From an optimization exercise on the open Yosys and OpenROAD flow, aimed at small area, a short achievable clock period and few clock cycles per item; shortcuts taken in it are not production practice. Where RTL was checked, it was by simulation tests only, not by an equivalence proof against the original. Function not checked in runs 2 and 3: the RTL went through the layout flow alone.

--- design.v ---
module cas (divisor, dividend, quotient, cin, cout, remainder);
input wire divisor, dividend, quotient, cin;
output wire cout, remainder;
assign remainder = (quotient ^ divisor) ^ dividend ^ cin;
assign cout = ((quotient ^ divisor)&dividend) | ((quotient ^ divisor)&cin) | (cin&dividend);
endmodule
module Divider_row(ndivisor, p_in, bit_in, p_out, q_out);
input  [14:0] ndivisor;
input  [14:0] p_in;
input         bit_in;
output [14:0] p_out;
output        q_out;
wire [15:0] x  = {p_in, bit_in};
wire [15:0] nd = {1'b1, ndivisor};
wire [15:0] g0 = x & nd;
wire [15:0] p0 = x ^ nd;
wire [16:0] c;
assign c[0] = 1'b1;
genvar k, j;
generate for (k = 0; k < 4; k = k + 1) begin : grp
	wire [3:0] gg, gp;
	assign gg[0] = (k == 0) ? (g0[0] | p0[0]) : g0[4*k];
	assign gp[0] = p0[4*k];
	for (j = 1; j < 4; j = j + 1) begin : b
		assign gg[j] = g0[4*k+j] | (p0[4*k+j] & gg[j-1]);
		assign gp[j] = p0[4*k+j] & gp[j-1];
	end
	if (k == 0) begin : first
		assign c[4] = gg[3];
	end else begin : other
		assign c[4*k+4] = gg[3] | (gp[3] & c[4*k]);
	end
	for (j = 1; j < 4; j = j + 1) begin : in
		assign c[4*k+j] = g0[4*k+j-1] | (p0[4*k+j-1] & c[4*k+j-1]);
	end
end endgenerate
wire [15:0] s = p0 ^ c[15:0];
assign q_out = c[16];
assign p_out = q_out ? s[14:0] : x[14:0];
endmodule
module Divider_Modulo (clk , reset, mode, valid_in, divisor, dividend, result, valid_out);
input wire clk, reset, mode, valid_in;
input wire [31:0] dividend;
input wire [15:0] divisor;
output reg valid_out;
output wire [31:0] result;
localparam [16:0] CUT = 17'b0_0100_1001_0010_0100;
reg        v_in;
reg        m_in;
reg [31:0] dd_in;
reg [14:0] dv_in;    
always @(posedge clk or posedge reset)
	if (reset) v_in <= 1'b0;
	else       v_in <= valid_in;
always @(posedge clk) begin
	m_in  <= mode;
	dd_in <= dividend;
	dv_in <= ~divisor[14:0];
end
wire [14:0] p   [0:17];
wire [16:0] s   [0:17];
wire [14:0] d   [0:17];    
wire        m   [0:17];
wire        v   [0:17];
assign p[0] = dd_in[31:17];
assign s[0] = dd_in[16:0];
assign d[0] = dv_in;
assign m[0] = m_in;
assign v[0] = v_in;
genvar i;
generate for (i = 0; i < 17; i = i + 1) begin : row
	wire [14:0] p_n;
	wire        q_n;
	Divider_row r (
		.ndivisor (d[i]),
		.p_in    (p[i]),
		.bit_in  (s[i][16]),
		.p_out   (p_n),
		.q_out   (q_n)
	);
	if (CUT[i]) begin : cut
		reg [14:0] p_r;
		reg [16:0] s_r;
		reg [14:0] d_r;
		reg        m_r;
		reg        v_r;
		always @(posedge clk or posedge reset)
			if (reset) v_r <= 1'b0;
			else       v_r <= v[i];
		always @(posedge clk) begin
			p_r <= p_n;
			s_r <= {s[i][15:0], q_n};
			d_r <= d[i];
			m_r <= m[i];
		end
		assign p[i+1] = p_r;
		assign s[i+1] = s_r;
		assign d[i+1] = d_r;
		assign m[i+1] = m_r;
		assign v[i+1] = v_r;
	end else begin : nocut
		assign p[i+1] = p_n;
		assign s[i+1] = {s[i][15:0], q_n};
		assign d[i+1] = d[i];
		assign m[i+1] = m[i];
		assign v[i+1] = v[i];
	end
end endgenerate
reg [16:0] res_r;
always @(posedge clk or posedge reset)
	if (reset) valid_out <= 1'b0;
	else       valid_out <= v[17];
always @(posedge clk)
	res_r <= m[17] ? {2'b0, p[17]} : s[17];
assign result = {15'b0, res_r};
endmodule
--- flow/run.sh ---
#!/bin/bash
# The standard layout (the standard.sh, with flow/config.mk's settings)
# with these changes:
#  - no full/half-adder cell extraction (ADDER_MAP_FILE empty), so ABC maps
#    the adders' logic freely;
#  - ports are buffered by flow/buffer_ports.tcl (buf_1 on inputs, buf_2 on
#    outputs) instead of with the buffer buffer_ports picks;
#  - after placement repair, flow/size_crit.tcl upsizes gates on the worst
#    register-to-register paths (before detailed placement legalizes them).
# Each step's full log is under orfs/logs/; make's own output goes to
# make_finish.log.
set -euo pipefail
export FLOW_SYNTH_TCL="$PWD/synth_recipe.tcl"
export MY_ABC_SCRIPT="$PWD/flow/abc_map.script"
export SIZE_MAX_MOVES=200
export SIZE_MIN_GAIN=0.005
export SIZE_WINDOW=0.3
export SIZE_PATHS=3
export SIZE_ENDPOINTS=300
export SIZE_TARGET_SLACK=19.3
bash standard.sh "SYNTH_SCRIPT=$PWD/flow/synth_wrap.tcl" "ADDER_MAP_FILE=" \
  "DONT_BUFFER_PORTS=1" "PRE_GLOBAL_PLACE_TCL=$PWD/flow/buffer_ports.tcl" \
  "POST_RESIZE_TCL=$PWD/flow/size_crit.tcl" finish > make_finish.log 2>&1
--- flow/abc_map.script ---
strash
dch -f
map -D 4000
topo
buffer -c
upsize -D 4000
dnsize -D 4000
stime -p
--- flow/buffer_ports.tcl ---
# Buffer every port, as the standard flow's buffer_ports does, with fixed
# cells: buf_1 on the inputs (their paths have slack to spare) and buf_2 on
# the outputs (whose paths set the period).
buffer_ports -inputs -buffer_cell sky130_fd_sc_hd__buf_1
buffer_ports -outputs -buffer_cell sky130_fd_sc_hd__buf_2
--- flow/size_crit.tcl ---
source $::env(PLATFORM_DIR)/setRC.tcl

proc sc_parse {cell} {
  if {[regexp {^(sky130_fd_sc_hd__[a-z0-9]+)_([0-9]+)$} $cell -> base size]} {
    return [list $base $size]
  }
  return {}
}

# next larger usable size of the same cell family, or ""
proc sc_next {base size} {
  set best ""
  set best_s 1000
  foreach lc [get_lib_cells -quiet */${base}_*] {
    if {[get_property $lc dont_use]} { continue }
    set n [get_name $lc]
    if {![regexp "^${base}_(\[0-9\]+)\$" $n -> s]} { continue }
    if {$s > $size && $s < $best_s} {
      set best $lc
      set best_s $s
    }
  }
  return $best
}

set ::regs [all_registers -edge_triggered]

proc r2r_paths {n} {
  return [find_timing_paths -from $::regs -to $::regs -sort_by_slack \
    -group_path_count $n -endpoint_path_count 1]
}

# summed shortfall below target t of the register endpoints (a resized
# gate's nets lose their estimated parasitics, so estimate again first)
proc shortfall {t} {
  estimate_parasitics -placement
  set sum 0.0
  foreach pe [r2r_paths $::env(SIZE_ENDPOINTS)] {
    set s [get_property $pe slack]
    if {$s >= $t} { break }
    set sum [expr {$sum + $t - $s}]
  }
  return $sum
}

set moves 0
estimate_parasitics -placement
puts "size_crit: start worst slack [get_property [lindex [r2r_paths 1] 0] slack]"
while {$moves < $::env(SIZE_MAX_MOVES)} {
  estimate_parasitics -placement
  set worst [r2r_paths $::env(SIZE_PATHS)]
  if {[get_property [lindex $worst 0] slack] >= $::env(SIZE_TARGET_SLACK)} { break }
  set t [expr {[get_property [lindex $worst 0] slack] + $::env(SIZE_WINDOW)}]
  # collect the gates first: resizing invalidates the path objects
  set insts {}
  foreach pe $worst {
    foreach pt [get_property $pe points] {
      set pin [get_property $pt pin]
      if {[get_property $pin direction] ne "output"} { continue }
      set inst [get_cells -quiet -of_objects $pin]
      if {[llength $inst] == 1 && [lsearch -exact $insts $inst] < 0} { lappend insts $inst }
    }
  }
  set base_cost [shortfall $t]
  set best_cost [expr {$base_cost - $::env(SIZE_MIN_GAIN)}]
  set best_inst ""
  set best_lc ""
  foreach inst $insts {
    set cell [get_property $inst ref_name]
    set bs [sc_parse $cell]
    if {$bs eq ""} { continue }
    lassign $bs base size
    if {[regexp {clkbuf|conb} $base]} { continue }
    set lc [sc_next $base $size]
    if {$lc eq ""} { continue }
    set old [get_lib_cells */$cell]
    replace_cell $inst $lc
    set cost [shortfall $t]
    replace_cell $inst $old
    if {$cost < $best_cost} {
      set best_cost $cost
      set best_inst $inst
      set best_lc $lc
    }
  }
  if {$best_inst eq ""} { break }
  replace_cell $best_inst $best_lc
  incr moves
}
estimate_parasitics -placement
puts "size_crit: $moves moves, worst slack [get_property [lindex [r2r_paths 1] 0] slack]"
--- flow/synth_wrap.tcl ---
# The standard synthesis (synth_recipe.tcl, sourced unchanged), with one
# change: the ABC technology-mapping call runs flow/abc_map.script instead of
# ORFS's abc_speed.script. Everything else, including register naming,
# flattening and renaming, is the standard synthesis.
proc abc {args} {
  set i [lsearch -exact $args -script]
  if {$i >= 0} { set args [lreplace $args $i [expr {$i + 1}] -script $::env(MY_ABC_SCRIPT)] }
  yosys abc {*}$args
}
source $::env(FLOW_SYNTH_TCL)
--- standard.sh ---
#!/bin/bash
# synth_recipe.tcl (not shown) runs the flow's synth.tcl, then flattens the netlist and writes it again
# the make line also repeats each setting of config.mk as NAME=value (left out here)
make -C /OpenROAD-flow-scripts/flow DESIGN_CONFIG=/design/flow/config.mk WORK_HOME=/design/flow/orfs CLKGATE_MAP_FILE= SYNTH_SCRIPT=/design/flow/synth_recipe.tcl "${@:-finish}"
--- config.mk ---
export PLATFORM = sky130hd
export DESIGN_NAME = Divider_Modulo
export DESIGN_NICKNAME = Divider_Modulo
export VERILOG_FILES = /design/flow/design.v
export SDC_FILE = /design/flow/constraint.sdc
export NUM_CORES = 4
export LEC_CHECK = 0
export CAP_MARGIN = 20
export CORE_MARGIN = 2
export CORE_UTILIZATION = 40
export CTS_BUF_LIST = sky130_fd_sc_hd__clkbuf_8 sky130_fd_sc_hd__clkbuf_16
export CTS_CLUSTER_DIAMETER = 80
export CTS_CLUSTER_SIZE = 20
export GPL_TIMING_DRIVEN = 0
export SLEW_MARGIN = 20
--- constraint.sdc ---
create_clock -name core_clock -period 25.0 [get_ports {clk}]
set_input_delay 5.0000 -clock core_clock [delete_from_list [all_inputs] [get_ports {clk}]]
set_output_delay 5.0000 -clock core_clock [all_outputs]
set_load 0.01 [all_outputs]
==> impl.org, run 1 <==
** Outcome
- The run finished with no timing, DRC or antenna violations.

** GRT
- The first global-routing pass estimated ~73000 µm of wire.
- Initial antenna violation count :: 0
- The total overflow left after global routing is 0.
- The via count of the first global-routing pass is 16000.
- Entering global routing, the biggest net connects 21 pins.
- Total track usage :: a little under a fifth

** Detailed routing
- For this block, the routed nets add up to 44400 µm of wire.
- Dividing the detail-routed wire length by the instance count gives 12.6 µm.
- Residual antenna-violating net count after detailed routing :: 0
- For this run, design rule violations remaining after detail routing come to 0.
- Total vias in the final route :: roughly 17000
- Via-per-instance ratio :: ~4.8
- For this block, the initial DRC count from the detailed router was around 820.
- Detailed-routing iteration count for the pre-antenna-repair pass :: 5

** Critical path
- The worst register-to-register path ends at row[14].cut.p_r[12].
- STA classifies the critical path startpoint as a flop.
- Category of the critical setup timing path :: reg2out
- Startpoint of the worst-slack reg-to-reg timing path :: row[11].cut.d_r[1]
- Setup slack of the most critical reg-to-reg path :: between 15000 and 20000 ps
- Cell with the largest stage delay on the worst path :: dfrtp_1
- Walking the worst path, the cells encountered are buf_2.
- Crit path buf inv count :: 1
- The worst register-to-register path has a depth of 31.
- Required time at the endpoint of the critical path :: around 20000 ps
- Of all nets on the critical path, the largest fanout is 1.
- In this design, the largest share of critical-path delay is due to flip-flops.
- On the worst path, the slowest cell contributes a delay of 370 ps.
- STA classifies the critical path endpoint as an output port.
- At the worst endpoint, the arrival time is between 1000 and 1500 ps.

** CTS
- Insertion delay of the later-clocked pin in the worst-skew pair :: 590 ps
- TritonCTS clock tree :: yes
- In this run the number of H-tree levels came out at 1.
- Number of buffers created by CTS :: 27
- Longest Clk Path Bufs :: 3
- Hold bufs inserted after CTS :: 0
- Gates resized during post-CTS repair numbered 0.
- Clock-pin transition on the worst setup and hold timing paths :: roughly 80 ps
- The clock drives 312 sinks.
- Post-CTS timing repair inserted 0 buffers for setup.
- CTS placed an instance of clkbuf_16 at the clock tree root.

** Die
- Floorplan row count :: 79
- Measured along the y axis, the die boundary spans 220 µm.
- Effective utilization at floorplan :: roughly two fifths
- Die Span X :: approximately 220 µm
- The die covers ~49000 µm².
- During I/O placement, the number of pins put on the boundary was between 80 and 90.
- Core Box Area :: between 40000 and 50000 µm²

** Yosys
- Synthesis produced a netlist whose cell count is 2790.
- EDFF count, synth :: 0
- The number of different library cells used by synthesis comes to 76.
- For this run, asynchronously set or reset flops after synthesis account for around 2.2%.
- Average size of a mapped cell :: 6.71 µm²
- Netlist Area Pre-Place :: around 19000 µm²
- Among all flip-flop cells after synthesis, the most frequent one is dfxtp_1.
- Sequential cell area fraction in the yosys report :: 33.5%
- Synthesis inferred roughly 310 register bits.
- Yosys warning count :: 1

** Min path
- Worst hold path class :: reg2reg
- Min-delay src :: dd_in[7]
- Worst Hold Depth :: 0
- Worst Hold Endpoint :: row[2].cut.s_r[10]

** Timing
- At the pin with the least slew margin, the transition time is approximately 610 ps.
- After layout, the minimum clock period comes to 6080 ps.
- The max-slew violation count is 0.
- Worst slew margin relative to its limit :: about 59%
- Setup violations remaining at the end of the flow were counted as 0.
- Final Hold Fails :: 0
- Setup TNS :: 0 ps
- Setup repair after global routing missed its margin :: false
- On the final layout, the worst clock skew is ~26 ps.
- Crit path setup slack, layout :: 18920 ps
- Max frequency :: between 150 and 200 MHz
- Dividing the final minimum period by the clock period gives approximately 24%.

** Layout
- Leaving out fill and tap cells, the most frequent cells in the layout are 519 x nor2_1, 497 x nand2_1, 397 x inv_1, 301 x dfxtp_1, 219 x o21ai_0.
- At the end of the flow, the number of nets in the layout was ~3000.
- Once layout is complete, the utilization of the core stands at 45.2%.
- The area growth from synthesis to layout is 11.8%.
- Antenna cells :: 0
- Most common library cell in the layout ignoring fill and taps :: nor2_1
- The finished layout holds ~3500 standard cells, fillers aside.
- Fraction of final layout cells sized beyond drive strength 1 :: a little under a tenth
- After filler insertion, the fill cell instance count of the layout stands at ~4700.

** Placement
- After detailed placement, the design holds a cell count of 3479.
- Pre-CTS WS :: about 19000 ps
- Routability Congestion :: about 0.92
- Once detailed placement completed, the half-perimeter wirelength came to 36300 µm.
- Buffers placed on the I/O ports in this run total between 60 and 70.

** Job
- Max-cap violations in this run came to 0.
## layout make-up
| class | instances | area [µm²] | share of cell area (%) |
|---|---|---|---|
| timing repair buffer | 68 | 278 | 1.33 |
| multi-input combinational | 2031 | 10800 | 51.6 |
| tap | 607 | 759 | 3.63 |
| clock inverter | 17 | 209 | 0.998 |
| buffer | 52 | 374 | 1.79 |
| inverter | 409 | 1540 | 7.34 |
| sequential | 312 | 6290 | 30.0 |
| clock buffer | 28 | 701 | 3.35 |
## cell usage after synthesis (all sizes together), types with 3 or more instances
library cell,n,area (µm²)
nand3,60,305
o221ai,3,56.3
xor2,140,1230
nand4,15,100
nand2,507,1920
nor4,14,106
and2,8,50.1
clkbuf,10,37.5
nand3b,13,97.6
mux2i,7,70.1
buf,42,300
and3,12,80.1
inv,409,1540
or2,38,238
a31oi,19,131
o41ai,4,98.9
a21oi,156,822
o21bai,11,105
nor2,535,2050
o31ai,7,66.3
a22oi,3,27.5
a221oi,7,97.6
a211oi,9,67.6
dfrtp,7,175
o211ai,5,37.5
o21a,25,191
a21boi,5,60.1
o22ai,17,145
xnor2,65,569
a22o,7,61.3
dfxtp,305,6110
o21ai,281,1480
nor3,34,190
## worst max-delay path by stage
stage / startpoint / to / slack [ps] / cells after the start
4_1_cts: valid_out / valid_out / 18860 / 1
3_3_place_gp: row[11].cut.d_r[0] / row[14].cut.p_r[12] / 18790 / 29
6_report: valid_out / valid_out / 18920 / 1
3_5_place_dp: dv_in[0] / row[2].cut.p_r[4] / 19130 / 30
5_1_grt: row[11].cut.d_r[4] / row[14].cut.p_r[12] / 18450 / 32
2_1_floorplan: valid_out / valid_out / 19620 / 0
## per-layer routing
layer	vias to the layer above	global-route usage, %	share of wire, %
li1	9084	-	-
met1	7610	21.3	44
met2	255	34.4	50
met3	75	1.97	3.2
met4	0	5.93	2.7
met5	-	0	0
## through the flow
step | hold slack, ps | area (µm²)
floorplan | 310 | 18800
CTS | 327 | 20900
global route | 329 | 20900
global placement | 311 | 19800
detailed placement | 312 | 20000
finish | 325 | 20900
## sequential cells by signal (all words and copies together) (netlist names)
signal / count
dd_in: 32
dv_in: 15
m_in: 1
res_r: 17
row.cut.d_r: 75
row.cut.m_r: 5
row.cut.p_r: 75
row.cut.s_r: 85
row.cut.v_r: 5
v_in: 1
valid_out: 1
## logic make-up after synthesis
group	synth area share, %
simple gates	27.5
buf+inv	10.0
mux	0.374
xor+xnor	9.59
compound gates	19.0
flops	33.5
other cells	0.0200
## worst register-to-register path, delay by kind of cell (launching register included)
| kind | cells | cell delay [ps] |
|---|---|---|
| flip-flops | 1 | 530 |
| buffers and inverters | 4 | 780 |
| AND/OR/NAND/NOR | 12 | 1590 |
| AO/OA/AOI/OAI | 15 | 2890 |
Testbench counts, summed over its fixed seeds: cycles 16,048, items 16,000.
==> run 2: changes to the inputs <==
--- a/design.v
+++ b/design.v
@@ -16,24 +16,49 @@
 wire [15:0] p0 = x ^ nd;
 wire [16:0] c;
 assign c[0] = 1'b1;
-genvar k, j;
-generate for (k = 0; k < 4; k = k + 1) begin : grp
-	wire [3:0] gg, gp;
-	assign gg[0] = (k == 0) ? (g0[0] | p0[0]) : g0[4*k];
-	assign gp[0] = p0[4*k];
-	for (j = 1; j < 4; j = j + 1) begin : b
-		assign gg[j] = g0[4*k+j] | (p0[4*k+j] & gg[j-1]);
-		assign gp[j] = p0[4*k+j] & gp[j-1];
-	end
-	if (k == 0) begin : first
-		assign c[4] = gg[3];
-	end else begin : other
-		assign c[4*k+4] = gg[3] | (gp[3] & c[4*k]);
-	end
-	for (j = 1; j < 4; j = j + 1) begin : in
-		assign c[4*k+j] = g0[4*k+j-1] | (p0[4*k+j-1] & c[4*k+j-1]);
-	end
-end endgenerate
+wire [3:0] G0, P0;
+assign G0[0] = (g0[3] | (p0[3] & (g0[2] | (p0[2] & (g0[1] | (p0[1] & (g0[0] | p0[0])))))));
+assign P0[0] = (p0[3] & (p0[2] & (p0[1] & p0[0])));
+assign G0[1] = (g0[7] | (p0[7] & (g0[6] | (p0[6] & (g0[5] | (p0[5] & g0[4]))))));
+assign P0[1] = (p0[7] & (p0[6] & (p0[5] & p0[4])));
+assign G0[2] = (g0[11] | (p0[11] & (g0[10] | (p0[10] & (g0[9] | (p0[9] & g0[8]))))));
+assign P0[2] = (p0[11] & (p0[10] & (p0[9] & p0[8])));
+assign G0[3] = (g0[15] | (p0[15] & (g0[14] | (p0[14] & (g0[13] | (p0[13] & g0[12]))))));
+assign P0[3] = (p0[15] & (p0[14] & (p0[13] & p0[12])));
+wire [3:0] G1, P1;
+assign G1[0] = G0[0];
+assign P1[0] = P0[0];
+assign G1[1] = G0[1] | (P0[1] & G0[0]);
+assign P1[1] = P0[1] & P0[0];
+assign G1[2] = G0[2];
+assign P1[2] = P0[2];
+assign G1[3] = G0[3] | (P0[3] & G0[2]);
+assign P1[3] = P0[3] & P0[2];
+wire [3:0] G2, P2;
+assign G2[0] = G1[0];
+assign P2[0] = P1[0];
+assign G2[1] = G1[1];
+assign P2[1] = P1[1];
+assign G2[2] = G1[2] | (P1[2] & G1[1]);
+assign P2[2] = P1[2] & P1[1];
+assign G2[3] = G1[3] | (P1[3] & G1[1]);
+assign P2[3] = P1[3] & P1[1];
+assign c[1] = g0[0] | (p0[0] & c[0]);
+assign c[2] = g0[1] | (p0[1] & c[1]);
+assign c[3] = g0[2] | (p0[2] & c[2]);
+assign c[4] = G2[0];
+assign c[5] = g0[4] | (p0[4] & c[4]);
+assign c[6] = g0[5] | (p0[5] & c[5]);
+assign c[7] = g0[6] | (p0[6] & c[6]);
+assign c[8] = G2[1];
+assign c[9] = g0[8] | (p0[8] & c[8]);
+assign c[10] = g0[9] | (p0[9] & c[9]);
+assign c[11] = g0[10] | (p0[10] & c[10]);
+assign c[12] = G2[2];
+assign c[13] = g0[12] | (p0[12] & c[12]);
+assign c[14] = g0[13] | (p0[13] & c[13]);
+assign c[15] = g0[14] | (p0[14] & c[14]);
+assign c[16] = G2[3];
 wire [15:0] s = p0 ^ c[15:0];
 assign q_out = c[16];
 assign p_out = q_out ? s[14:0] : x[14:0];
--- a/config.mk
+++ b/config.mk
@@ -8,8 +8,7 @@
 export CAP_MARGIN = 20
 export CORE_MARGIN = 2
 export CORE_UTILIZATION = 40
-export CTS_BUF_LIST = sky130_fd_sc_hd__clkbuf_8 sky130_fd_sc_hd__clkbuf_16
-export CTS_CLUSTER_DIAMETER = 80
-export CTS_CLUSTER_SIZE = 20
+export CTS_CLUSTER_DIAMETER = 100
+export CTS_CLUSTER_SIZE = 25
 export GPL_TIMING_DRIVEN = 0
 export SLEW_MARGIN = 20
==> impl.org, run 2 <==
** Detailed routing
- The detailed router finished its first iteration with roughly 800 violations.
- Total vias in the final route :: about 17000
- Final Routed Wirelength :: 43900 µm
- Once detail routing completed, the nets flagged for antenna violations numbered 0.
- After detailed routing, the number of remaining DRC violations is 0.
- Detailed-routing iteration count for the pre-antenna-repair pass :: 6
- DR WL/cell :: approximately 13 µm
- Via-per-instance ratio :: around 5

** Min path
- The path with the worst hold slack has its endpoint at row[11].cut.s_r[9].
- The worst hold path passes through 0 cells.
- Worst hold path class :: reg2reg
- The startpoint identified for the worst hold timing path is row[8].cut.s_r[6].

** CTS
- The number of gates resized after CTS was 0.
- Number of buffers created by CTS :: 18
- Clock-pin transition on the worst setup and hold timing paths :: 90 ps
- H-tree levels :: 1
- Insertion delay of the later-clocked pin in the worst-skew pair :: 540 ps
- TritonCTS built the clock tree.
- The tree built by TritonCTS fans out to ~310 sinks.
- Setup Fix Bufs, Post-CTS :: 0
- Root buffer selected by CTS :: clkbuf_16
- Hold bufs inserted after CTS :: 0
- The longest clock path from root to sink contains 3 buffers.

** Yosys
- Counting flops and latches in the post-synthesis netlist gives approximately 310.
- The synthesized design spends more area on one cell type than any other, namely dfxtp_1.
- Yosys warning count :: 1
- Summed over its instances, the top area cell type makes up about 33% of the synthesized netlist area.
- Synth cell count leaders :: 518 x nor2_1, 502 x nand2_1, 383 x inv_1
- In the synthesized netlist, the number of instances is between 2000 and 3000.
- Yosys mapped a number of flops with a built-in enable equal to 0.
- The synthesized netlist occupies a cell area of approximately 19000 µm².
- Top post-synthesis cells by area :: dfxtp_1 33%, nor2_1 10%, nand2_1 10%, inv_1 7.7%, xor2_1 7.2%
- In the synthesized netlist the async set-or-reset flop fraction comes to under 10%.
- Sequential cell area fraction in the yosys report :: around a third
- Distinct cells, synth :: 71
- The most used flip-flop cell after synthesis is dfxtp_1.
- The most common cell in the synthesized netlist is nor2_1.
- A synthesized cell averages approximately 6.7 µm².

** Timing
- Final critical-path share of the clock period :: around a quarter
- At the pin with the least slew margin, the transition time is 585 ps.
- Setup violations remaining at the end of the flow were counted as 0.
- Max frequency :: ~170 MHz
- Min Clock Period, post-route :: ~6000 ps
- Setup repair after global routing missed its margin :: false
- Final Hold Fails :: 0
- In this run the tightest slew margin relative to its limit is about 60%.
- In the final timing run, aggregate negative setup slack is 0 ps.
- The max-slew violation count was 0.
- Clock skew on the completed layout was measured at roughly 21 ps.
- Hold is met by 313 ps.

** Die
- From bottom edge to top edge, the die measures around 220 µm.
- The floorplan step set the die width to around 220 µm.
- During I/O placement, the number of pins put on the boundary was 85.
- The floorplan has 79 rows.
- After floorplanning, the core was sized to cover 46400 µm².
- Die ar. :: ~48000 µm²
- For this configuration, the core starts out at a cell density of between 40% and 50%.

** Outcome
- The run finished with no timing, DRC or antenna violations.

** GRT
- The number of antenna violations at the first check in global routing is 0.
- The via count of the first global-routing pass was about 17000.
- Wire length of the first global-routing pass :: ~74000 µm
- Summed over all layers, the global routing overflow is 0.
- Total track usage :: between 10% and 20%
- Entering global routing, the biggest net connects 27 pins.

** Critical path
- Startpoint of the worst-slack reg-to-reg timing path :: row[2].cut.d_r[10]
- For this run, the slowest stage of the critical path takes approximately 490 ps.
- Category of the critical setup timing path :: reg2reg
- Crit path buf inv count :: 5
- Largest delay contributor family on the critical path :: simple AND/OR/NAND/NOR gates
- STA puts the critical path data required time at ~25000 ps.
- Along the worst path, the maximum fanout reaches 10.
- Among all stages on the critical path, the largest delay is contributed by dfxtp_1.
- Setup slack of the most critical reg-to-reg path :: ~19000 ps
- STA classifies the critical path endpoint as a flop.
- Setup crit start kind :: flop
- STA puts the critical path data arrival time at 6430 ps.
- R2r worst-path depth :: 30
- The cell that appears most often on the critical path is nor2_1.
- The endpoint identified for the worst register-to-register timing path is row[5].cut.p_r[0].

** Job
- Max-cap violations in this run came to 0.

** Layout
- Flip-flop count of the largest register, all copies and words added :: 85
- Number of nets in the finished design :: slightly below 3000
- Compared with the post-synthesis result, the final layout area differs by 11.3%.
- Fraction of final layout cells sized beyond drive strength 1 :: under 10%
- Leaving out fill and tap cells, the most frequent cell in the layout is nor2_1.
- Antenna cells :: 0
- In the final layout, the registers with the most flip-flops are row.cut.s_r x85, row.cut.d_r x75, row.cut.p_r x75.
- FILL cells :: roughly 4700
- Commonest non-fill, non-tap cells in the layout :: 516 x nor2_1, 491 x nand2_1, 382 x inv_1, 296 x dfxtp_1, 220 x o21ai_0
- Register with the most flip-flops :: row.cut.s_r

** Placement
- Count of input and output buffers :: a little under 70
- At the end of routability-driven placement, the weighted congestion stood at between 0.8 and 0.9.
- Detailed placement HPWL :: around 36000 µm
run 2: cell types whose count changed in the layout (fill, tap and decap cells not counted), sizes merged, moves of 10 or more:
cell,previous run,this run
xnor2,65,76
a21oi,156,135
inv,421,391
xor2,140,154
and3,12,2
run 2: worst reg2reg max path: cells and delay by family (launching register included):
kind / cells / cell delay, ps
AOI/OAI and AO/OA: 7 / 1490
buffers and inverters: 5 / 960
and+or+nand+nor: 17 / 2760
DFF: 1 / 490
adders and majority gates: 1 / 190
run 2: logic make-up (layout without fill, tap and decap cells):
kind of cell | after synthesis | in the layout | share of synthesized area, %
mux | 11 | 11 | 0.589
xor+xnor | 230 | 230 | 10.8
fa+ha+maj | 7 | 7 | 0.382
flops | 312 | 312 | 33.6
buf+inv | 450 | 548 | 10.0
compound gates | 531 | 531 | 17.2
simple gates | 1237 | 1237 | 27.3
other cells | 1 | 15 | 0.0201
run 2: worst max path at each step:
stage,start,to,slack (ps),cells after the start
3_3_place_gp,row[8].cut.d_r[0],row[11].cut.p_r[4],18620,28
2_1_floorplan,valid_out,valid_out,19620,0
3_5_place_dp,row[2].cut.d_r[0],row[5].cut.p_r[0],19080,34
4_1_cts,valid_out,valid_out,18920,1
5_1_grt,row[8].cut.d_r[4],row[11].cut.p_r[1],18410,32
6_report,row[2].cut.d_r[10],row[5].cut.p_r[0],18960,30
run 2: cell type report:
cell class              instances  area, µm²  share of cell area (%)
clock inverters                 8        105                   0.506
clock buffers                  22        487                    2.34
plain buffers                  61        448                    2.15
multi-input cells            2031      11000                    52.7
inverters                     389       1460                    7.04
well taps                     607        759                    3.65
flip-flops and latches        312       6290                    30.3
repair buffers                 68        278                    1.34
run 2: layer usage:
metal  GRT usage, %  vias to the layer above  part of all wire, %
met3           2.04                      107                  2.7
met5              0                        -                    0
met4           8.88                        0                  5.2
li1               -                     8995                    -
met2           36.8                      281                   52
met1           18.6                     7610                   40
run 2: stage by stage:
step	util [%]	std cells	setup slack [ps]	cell area (µm²)
floorplan	-	2793	19620	18700
global placement	42.6	3468	18620	19800
detailed placement	43.6	3468	19080	20200
CTS	44.8	3498	18920	20800
global route	44.8	3498	18410	20800
finish	44.8	3498	18960	20800
==> run 3: changes to the inputs <==
--- a/design.v
+++ b/design.v
@@ -32,8 +32,8 @@
 assign P1[1] = P0[1] & P0[0];
 assign G1[2] = G0[2];
 assign P1[2] = P0[2];
-assign G1[3] = G0[3] | (P0[3] & G0[2]);
-assign P1[3] = P0[3] & P0[2];
+assign G1[3] = G0[3];
+assign P1[3] = P0[3];
 wire [3:0] G2, P2;
 assign G2[0] = G1[0];
 assign P2[0] = P1[0];
@@ -41,24 +41,33 @@
 assign P2[1] = P1[1];
 assign G2[2] = G1[2] | (P1[2] & G1[1]);
 assign P2[2] = P1[2] & P1[1];
-assign G2[3] = G1[3] | (P1[3] & G1[1]);
-assign P2[3] = P1[3] & P1[1];
+assign G2[3] = G1[3];
+assign P2[3] = P1[3];
+wire [3:0] G3, P3;
+assign G3[0] = G2[0];
+assign P3[0] = P2[0];
+assign G3[1] = G2[1];
+assign P3[1] = P2[1];
+assign G3[2] = G2[2];
+assign P3[2] = P2[2];
+assign G3[3] = G2[3] | (P2[3] & G2[2]);
+assign P3[3] = P2[3] & P2[2];
 assign c[1] = g0[0] | (p0[0] & c[0]);
 assign c[2] = g0[1] | (p0[1] & c[1]);
 assign c[3] = g0[2] | (p0[2] & c[2]);
-assign c[4] = G2[0];
+assign c[4] = G3[0];
 assign c[5] = g0[4] | (p0[4] & c[4]);
 assign c[6] = g0[5] | (p0[5] & c[5]);
 assign c[7] = g0[6] | (p0[6] & c[6]);
-assign c[8] = G2[1];
+assign c[8] = G3[1];
 assign c[9] = g0[8] | (p0[8] & c[8]);
 assign c[10] = g0[9] | (p0[9] & c[9]);
 assign c[11] = g0[10] | (p0[10] & c[10]);
-assign c[12] = G2[2];
+assign c[12] = G3[2];
 assign c[13] = g0[12] | (p0[12] & c[12]);
 assign c[14] = g0[13] | (p0[13] & c[13]);
 assign c[15] = g0[14] | (p0[14] & c[14]);
-assign c[16] = G2[3];
+assign c[16] = G3[3];
 wire [15:0] s = p0 ^ c[15:0];
 assign q_out = c[16];
 assign p_out = q_out ? s[14:0] : x[14:0];
==> impl.org, run 3 <==
** Die
- Core Box Area :: between 40000 and 50000 µm²
- Die ar. :: just under 50000 µm²
- Vertical die dimension :: about 220 µm
- In this run the count of I/O pins placed on the die edge is 85.
- The die is roughly 220 µm wide.
- Effective utilization at floorplan :: between 40% and 50%
- Floorplan row count :: between 70 and 80

** Detailed routing
- Residual antenna-violating net count after detailed routing :: 0
- Dividing the detail-routed via count by the number of cells gives just under 5.
- For this run, the detailed router's first-pass iteration total came to 5.
- The routed layout has about 17000 vias.
- Final Routed Wirelength :: between 40000 and 50000 µm
- In this run, the number of DRC markers left after iteration 0 of detailed routing was 866.
- Drt drc :: 0
- DR WL/cell :: 12.6 µm

** Yosys
- The cell area that synthesis handed to floorplanning was around 19000 µm².
- Among all cell types in the netlist, the one instantiated most often is nor2_1.
- Most used DFF post-synth :: dfxtp_1
- Synth cell count leaders :: 524 x nor2_1, 502 x nand2_1, 398 x inv_1
- For this run, the number of Yosys warnings is 1.
- In the synthesized netlist, the number of instances is between 2000 and 3000.
- The synthesized netlist contains 76 unique library cells.
- The synthesized design devotes to its leading area cell type 32.6% of total area.
- EDFF count, synth :: 0
- Summing the areas of all compound-gate instances in the mapped netlist gives a little under a fifth of the synthesized area.
- By area, the combinational part of the netlist is dominated by simple AND/OR/NAND/NOR gates.
- Mux share of post-synthesis cell area :: 0.374%
- Post-synthesis share of cell area spent on xor and xnor gates :: under 10%
- In this run, synthesis produced a sequential element count of about 310.
- For this run, the register share of the synthesized area comes to approximately a third.
- After Yosys synthesis, full adders, half adders and majority gates account for 0% of the synthesized area.
- By area the synthesized netlist is led by dfxtp_1 33%, nor2_1 11%, nand2_1 10%, inv_1 8.0%, xor2_1 6.5%.
- Dividing the synthesized area by the synthesized cell count gives ~6.7 µm².
- Largest area contributor in the netlist :: dfxtp_1
- Post-synthesis async set-or-reset flop share :: 2.24%
- The synthesized netlist devotes approximately 28% of its cell area to simple gates.

** GRT
- Maximum number of pins on one net before global-route repair :: 26
- Wire length of the first global-routing pass :: just over 70000 µm
- Initial antenna violation count :: 0
- Total track usage :: approximately 18%
- The via count of the first global-routing pass was 15900.
- Remaining global-route overflow :: 0

** Timing
- Setup total negative slack on the finished layout was measured at 0 ps.
- Setup repair after global routing missed its margin :: false
- Max frequency :: around 170 MHz
- Worst slew margin relative to its limit :: a little over 60%
- Min Clock Period, post-route :: a little over 6000 ps
- Clock skew :: around 14 ps
- Slew at the pin closest to its max-slew limit :: around 580 ps
- Final critical-path share of the clock period :: between 20% and 30%
- Number of max-slew violations in the final report :: 0
- Setup violations remaining at the end of the flow were counted as 0.
- Final Hold Fails :: 0

** Layout
- Leaving out fill and tap cells, the most frequent cell in the layout is nor2_1.
- The post-route netlist has 8.39% of its cells at a drive strength greater than 1.
- Register with the most flip-flops :: row.cut.s_r
- Antenna cells :: 0
- In the layout the commonest cells are 519 x nor2_1, 497 x nand2_1, 397 x inv_1, 301 x dfxtp_1, 219 x o21ai_0.
- Flip-flop count of the largest register, all copies and words added :: 85
- The largest registers in the layout are row.cut.s_r x85, row.cut.d_r x75, row.cut.p_r x75.
- Post-route cell area :: roughly 21000 µm²
- Compared with the post-synthesis result, the final layout area differs by 9.95%.
- The final layout contains roughly 3000 nets.

** Min path
- The path class of the tightest hold or removal check is reg2reg.

** CTS
- Insertion delay of the later-clocked pin in the worst-skew pair :: ~530 ps
- Setup Fix Bufs, Post-CTS :: 0
- After clock tree synthesis, the clock-pin slew on the worst setup and hold paths is 90 ps.
- Total number of clock tree sinks :: around 310
- The number of hold buffers added after CTS was 0.
- Longest Clk Path Bufs :: 3
- Number of buffers created by CTS :: 18
- CTS built an H-tree with a depth of 1.
- TritonCTS clock tree :: yes
- Gates resized, CTS repair :: 0
- The tree is rooted in a clkbuf_16.

** Critical path
- The worst setup path is launched from a flop.
- In this design, the largest share of critical-path delay is due to flip-flops.
- In this run the worst path has a maximum fanout of 1.
- Counting both buffers and inverters, the worst setup path holds a total of 1.
- Critical-path cell list :: buf_2
- Data on the critical path is required at its endpoint by 20000 ps.
- Cell with the largest stage delay on the worst path :: dfrtp_1
- Sort of element at the end of the critical path :: output port
- Maximum cell stage delay along the critical path :: about 380 ps
- Category of the critical setup timing path :: reg2out
- Data arrival time of the worst path :: roughly 1000 ps

** Outcome
- Outcome :: complete, no violations

** Job
- Max-cap violations in this run came to 0.

** Placement
- After legalization and detailed placement, the total HPWL measured 36300 µm.
- In this run the tool buffered the top-level ports with 68 buffer cells.
- At the end of routability-driven placement, the weighted congestion stood at slightly above 0.9.
- After detailed placement, the total cell area comes to 20000 µm².
==> run 3: cell count changes in the layout (fill, tap and decap cells not counted), moves of 6 or more <==
cell and change:
a21oi_1 +28, inv_1 +15, xor2_1 -12, xnor2_1 -11
a21oi_2 -8, and3_1 +8, o21ai_1 +8, and2_1 -7
nand2_2 -7, o21a_1 +7, a22o_1 +6, nand2_1 +6
nor3_1 -6
==> run 3: cell type report <==
cell class	count	area [µm²]
Clock buffer	20	479
Fill cell	4716	25800
Sequential cell	312	6290
Inverter	409	1540
Clock inverter	6	81.3
Timing Repair Buffer	68	278
Buffer	52	374
Multi-Input combinational cell	2031	10800
Tap cell	607	759
==> run 3: per-stage QoR <==
stage / util (%) / worst slack (ps) / std cells / hold slack, ps
floorplan: - / 19620 / 2804 / 310
global placement: 42.8 / 18790 / 3479 / 311
detailed placement: 43.2 / 19130 / 3479 / 312
CTS: 44.4 / 18920 / 3505 / 333
global route: 44.4 / 18460 / 3505 / 328
finish: 44.4 / 18960 / 3505 / 329
==> run 3: metal layers <==
metal	wire [µm]	part of all wire, %	GRT usage, %
met5	0	0	0
met4	1330	3.0	5.84
met3	1300	2.9	1.97
met2	22000	50	34.1
met1	19400	44	20.9
==> run 3: cells by family (layout without fill, tap and decap cells) <==
kind of cell           count (synthesis)  count (layout)
AO/OA/AOI/OAI                        566             566
XOR/XNOR                             205             205
buffers and inverters                461             555
flip-flops                           312             312
multiplexers                           7               7
other                                  1              15
AND/OR/NAND/NOR                     1238            1238
==> run 3: final timing paths <==
kind / cells after the start / end / slack (ps) / start
max: 1 / valid_out / 18960 / valid_out
min: 0 / row[11].cut.s_r[5] / 330 / row[8].cut.s_r[2]
max reg2reg: 31 / row[14].cut.p_r[12] / 19080 / row[11].cut.d_r[1]
min reg2reg: 0 / row[11].cut.s_r[5] / 330 / row[8].cut.s_r[2]
max in group asynchronous: 2 / valid_out / 20460 / reset
min in group asynchronous: 2 / v_in / 4340 / reset

-- separate check: timing with driven ports --
Ports are ideal in the flow. The routed layouts listed here were re-timed in OpenROAD. Step 1 sets driving cells, clkbuf_16 on the clock port and buf_2 on the other inputs (assumed; they add their load-dependent delay and slew). Step 2 also shifts input and output timing later by t, the mid clock arrival at the registers, as if the neighbouring blocks saw the same clock. Three values: ideal ports, drivers, drivers and shift; two values: the first two.
| run | t, ns | slack for setup (ns) | worst setup path after step 2 | clock arrival spread, ns |
|---|---|---|---|---|
| run 1 | 0.635 | 18.915 / 18.860 / 19.082 | register to register | 0.026 / 0.027 |
| run 2 | 0.587 | 18.958 / 18.919 / 18.958 | register to register | 0.026 / 0.026 |
| run 3 | 0.579 | 18.962 / 18.909 / 19.082 | register to register | 0.014 / 0.014 |
After both steps setup and hold are still met in every run listed.
